This design comes from an exercise in tuning for small area on the open sky130 flow, not from production work. The RTL was checked by simulation tests, not by an equivalence proof against the original design.

## smart_pill_box
module smart_pill_box(
	input              clk,
	input              rst_n,
	input      [4:1]   c,
	output     [4:1]   r,
	output             lcd_rs,
	output             lcd_rw,
	output             lcd_en,
	output     [7:0]   lcd_data,
	output             beep,
	output     [7:0]   row,
	output     [7:0]   r_col,
	output     [7:0]   g_col
	);
wire [3:0]  kcode;
wire        kev;
wire [1:0]  mode, index;
wire [19:0] xd;
wire        xd_bl, xd_on;
wire [2:0]  rstate;
wire        gstate;
wire        alarm_ctl;
wire [127:0] codes;
scankeyboard_debounce scankeyboard_debounce_inst(
	.clk(clk), .rst_n(rst_n), .r(r), .c(c), .kcode(kcode), .kev(kev));
smart_pill_box_ctl smart_pill_box_ctl_inst(
	.clk(clk), .rst_n(rst_n), .kcode(kcode), .kev(kev),
	.mode(mode), .index(index), .xd(xd), .xd_bl(xd_bl), .xd_on(xd_on),
	.rstate(rstate), .gstate(gstate), .alarm_ctl(alarm_ctl));
lattic lattic_inst(
	.clk(clk), .rst_n(rst_n), .rstate(rstate), .gstate(gstate),
	.alarm_ctl(alarm_ctl), .row(row), .r_col(r_col), .g_col(g_col), .beep(beep));
lcd1602_display lcd1602_display_inst(
	.mode(mode), .index(index), .xd(xd), .xd_bl(xd_bl), .xd_on(xd_on),
	.codes(codes));
lcd1602_driver lcd1602_driver_inst(
	.clk(clk), .rst_n(rst_n), .codes(codes), .lcd_rs(lcd_rs), .lcd_rw(lcd_rw), .lcd_en(lcd_en),
	.lcd_data(lcd_data));
endmodule
Size in the first run: about 46 I/O pins, roughly 0.019 mm^2 of cells after synthesis.
==> flow/config.mk <==
export PLATFORM = sky130hd
export DESIGN_NAME = smart_pill_box
export DESIGN_NICKNAME = smart_pill_box
export VERILOG_FILES = /design/flow/design.v
export SDC_FILE = /design/flow/constraint.sdc
export NUM_CORES = 4
export LEC_CHECK = 0
export ABC_AREA = 1
export CAP_MARGIN = 20
export CORE_MARGIN = 2
export CORE_UTILIZATION = 60
export CTS_BUF_LIST = sky130_fd_sc_hd__clkbuf_16
export CTS_CLUSTER_DIAMETER = 80
export CTS_CLUSTER_SIZE = 24
export SLEW_MARGIN = 20
==> flow/constraint.sdc <==
create_clock -name core_clock -period 12.0 [get_ports {clk}]
set_input_delay 2.4000 -clock core_clock [delete_from_list [all_inputs] [get_ports {clk}]]
set_output_delay 2.4000 -clock core_clock [all_outputs]
set_load 0.01 [all_outputs]
standard.sh (not shown) runs the stock make flow with config.mk's settings and CLKGATE_MAP_FILE= SYNTH_SCRIPT=/design/flow/synth_recipe.tcl, a recipe that flattens the netlist after the stock synthesis.
==> flow/flow/run.sh <==
#!/bin/bash
# Layout flow: the standard synthesis, then the combinational logic of
# that netlist is mapped again with a stronger ABC script (the registers,
# their names and cell types are kept as they are), then the standard
# layout from floorplan to finish on the new netlist. Clock tree synthesis
# takes its options from flow/cts_args (ORFS's CTS_ARGS) and port buffering
# from flow/buffer_ports_args (ORFS's BUFFER_PORTS_ARGS) when they exist.
set -euo pipefail
W=$(pwd)
F=$W/flow
R=$W/orfs/results/$FLOW_PLATFORM/smart_pill_box/base
LIB=$FLOW_HOME/platforms/sky130hd/lib/sky130_fd_sc_hd__tt_025C_1v80.lib

bash standard.sh synth > $W/synth.log 2>&1

cp $R/1_2_yosys.v $W/std_synth.v
# register cell types of the standard synthesis, kept as black boxes
FLOPS=$(grep -o 'sky130_fd_sc_hd__[a-z0-9_]*' $W/std_synth.v | sort -u | grep -E '__(df|sdf|edf|dl)' | tr '\n' ' ')
DONT_USE=$(sed -n '/DONT_USE_CELLS/,/^$/p' $FLOW_HOME/platforms/sky130hd/config.mk | tr -d '\\' | tr ' \t' '\n\n' | grep '^sky130' | sed 's/^/-dont_use /' | tr '\n' ' ')
cat > $W/remap.ys <<EOT
read_liberty -ignore_miss_func $LIB
read_verilog $W/std_synth.v
hierarchy -top $FLOW_TOP
setattr -mod -set keep_hierarchy 1 $FLOPS
flatten
opt_clean
tee -o $W/remap_before.txt stat -liberty $LIB
abc -liberty $LIB $DONT_USE -script $F/remap.abc
opt_clean -purge
splitnets
opt_clean -purge
hilomap -singleton -hicell sky130_fd_sc_hd__conb_1 HI -locell sky130_fd_sc_hd__conb_1 LO
insbuf -buf sky130_fd_sc_hd__buf_4 A X
select $FLOW_TOP
tee -o $W/remap_after.txt stat -liberty $LIB
write_verilog -noattr -nohex -nodec -selected $W/remapped.v
EOT
yosys -s $W/remap.ys > $W/remap.log 2>&1

cp $W/remapped.v $R/1_2_yosys.v
rm -f $R/1_synth.odb $R/1_synth.sdc
if [[ -f $F/cts_args ]]; then
  export CTS_ARGS="$(cat $F/cts_args)"
fi
if [[ -f $F/buffer_ports_args ]]; then
  export BUFFER_PORTS_ARGS="$(cat $F/buffer_ports_args)"
fi
bash standard.sh finish > $W/finish.log 2>&1
==> flow/flow/buffer_ports_args <==
-buffer_cell sky130_fd_sc_hd__buf_1
==> flow/flow/cts_args <==
-sink_clustering_enable -repair_clock_nets -sink_clustering_size 24 -sink_clustering_max_diameter 80 -buf_list sky130_fd_sc_hd__clkbuf_16 -dont_use_dummy_load
==> flow/flow/remap.abc <==
strash
&get -n
&fraig -x
&deepsyn -T 60
&put
strash
&get -n
&dch -f
&nf -a -R 1000
&put
strash
&get -n
&dch -f
&nf -a -R 1000
&put
The baseline passed the timing, design-rule and antenna checks.
Rerun with:
--- a/flow/design.v
+++ b/flow/design.v
@@ -67,31 +67,32 @@
 always @(*) begin
 	hold = 1'b0;
 	kcode_n = 4'd15;
 	case (kf)
 	4'b0001: if (cls1[2]) kcode_n = {2'b00, cls1[1:0]}; else hold = 1'b1;
 	4'b0010: if (cls2[2]) kcode_n = {2'b01, cls2[1:0]}; else hold = 1'b1;
 	4'b0100: if (cls3 == 2'd1) kcode_n = 4'd8; else if (cls3 != 2'd2) hold = 1'b1;
 	4'b1000: if (cls4 != 2'd1) hold = 1'b1;
 	4'b0000: ;
 	default: hold = 1'b1;
 	endcase
 end
-always @(posedge clk)
-	if (!hold) kx <= ~kcode_n;
 always @(posedge clk or negedge rst_n)
-	if (!rst_n)
+	if (!rst_n) begin
+		kx <= 4'd0;
 		ch <= 3'b000;
-	else
+	end else begin
+		if (!hold) kx <= ~kcode_n;
 		ch <= {ch[1:0], ~hold & (~kcode_n != kx)};
+	end
 assign kcode = ~kx;
 assign kev = ch[2];
 endmodule
 module smart_pill_box_ctl(
 	input              clk,
 	input              rst_n,
 	input      [3:0]   kcode,
 	input              kev,
 	output reg [1:0]   mode,
 	output reg [1:0]   index,
 	output reg [19:0]  xd,        
 	output reg         xd_bl,
@@ -197,32 +198,31 @@
 reg [8:0] match;
 always @(*)
 	for (a = 0; a < 9; a = a + 1)
 		match[a] = (ah[a] == hour) & (am[a] == min) & (as[a] == sec);
 wire t1s0 = (t1s == 10'd0) | clk_1hz;
 wire [8:0] editing = asel & {9{~chg0}};
 always @(posedge clk or negedge rst_n)
 	if (!rst_n)
 		af <= 9'd0;
 	else
 		af <= (af & ~{9{kf[5]}}) | (~af & ~editing & on & match & {9{t1s0}});
 always @(posedge clk or negedge rst_n)
-	if (!rst_n)
-		t1s <= 10'd0;
-	else
+	if (!rst_n) begin
+		t1s <= 10'd0; t500 <= 9'd0; t250 <= 8'd0;
+	end else begin
 		t1s  <= ~run1s ? 10'd0 : clk_1hz ? 10'd1 : t1s_nx;
-always @(posedge clk) begin
-	t500 <= chg0 ? 9'd0 : clk_2hz ? 9'd1 : t500_nx;
-	t250 <= ~(time_mode & alarm_ctl) ? 8'd0 : clk_4hz ? 8'd1 : t250_nx;
-end
+		t500 <= chg0 ? 9'd0 : clk_2hz ? 9'd1 : t500_nx;
+		t250 <= ~(time_mode & alarm_ctl) ? 8'd0 : clk_4hz ? 8'd1 : t250_nx;
+	end
 always @(posedge clk or negedge rst_n)
 	if (!rst_n)
 		abc <= 2'd0;
 	else if (kf[6])
 		abc <= (abc == 2'd1) ? 2'd0 : 2'd1;
 	else if (kf[7])
 		abc <= (abc == 2'd2) ? 2'd0 : 2'd2;
 	else if (kf[8])
 		abc <= (abc == 2'd3) ? 2'd0 : 2'd3;
 wire [2:0] r_tog = (rstate == 3'd0) ? 3'd4 : 3'd0;
 always @(posedge clk or negedge rst_n)
 	if (!rst_n) begin
@@ -264,26 +264,28 @@
 		else                 bcd_ms = {3'd0, v[3:0]};
 	end
 endfunction
 wire [5:0] bh = bcd_h(src_h);
 wire [6:0] bm = bcd_ms(src_m);
 wire [6:0] bs = bcd_ms(src_s);
 wire [5:0] xh = xd[19:14];
 wire [6:0] xm = xd[13:7];
 wire [6:0] xs = xd[6:0];
 wire hbl = (xh == BLANK_H[5:0]);
 wire mbl = (xm == BLANK_M[6:0]);
 wire sbl = (xs == BLANK_M[6:0]);
-always @(posedge clk)
-	if (time_mode & ~to_time) begin
+always @(posedge clk or negedge rst_n)
+	if (!rst_n) begin
+		xd <= 20'd0; xd_bl <= 1'b0; xd_on <= 1'b0;
+	end else if (time_mode & ~to_time) begin
 		xd <= {2'd0, 4'd15, BLANK_M[6:0], BLANK_M[6:0]};
 		xd_bl <= 1'b1;
 	end else begin
 		case (change)
 		3'd0: begin xd <= {bh, bm, bs}; xd_bl <= 1'b0; xd_on <= sel_on; end
 		3'd1: begin
 			xd[13:0] <= {bm, bs}; xd_bl <= 1'b0; xd_on <= sel_on;
 			if (clk_2hz) xd[19:14] <= hbl ? bh : BLANK_H[5:0];
 		end
 		3'd2: begin
 			xd[19:14] <= bh; xd[6:0] <= bs; xd_bl <= 1'b0; xd_on <= sel_on;
 			if (clk_2hz) xd[13:7] <= mbl ? bm : BLANK_M[6:0];
Count of clock-buffer cells in the layout is higher by 1.
Final area increases slightly.
Global-route usage is about the same.
Via count fell slightly.
Setup slack is worse by 130 ps.
Utilization barely changes.
Routed wire length is higher slightly.
Critical path depth is lower by 5.

==> re-timing with driven ports <==
In the flow no input, the clock included, has a driving cell. The finished layouts below were timed again as built, in two steps.
Step 1 assumes that a clkbuf_16 drives the clock port and a buf_2 every other input.
Step 2 times the ports against the registers' clock, not the clock port: input delays grow and output delays shrink by t, the midpoint of the rising clock arrivals with the driver on.
Slacks: ideal ports / drivers / drivers and shift; pairs: ideal ports / drivers.
| run | t (ns) | setup slack, ns | worst setup path at the end | clock arrival spread, ns |
|---|---|---|---|---|
| the first run | 0.589 | 5.508 / 5.508 / 5.508 | register to register | 0.049 / 0.049 |
| the second run | 0.597 | 5.379 / 5.379 / 5.379 | register to register | 0.059 / 0.059 |
After both steps every run listed still meets setup and hold.
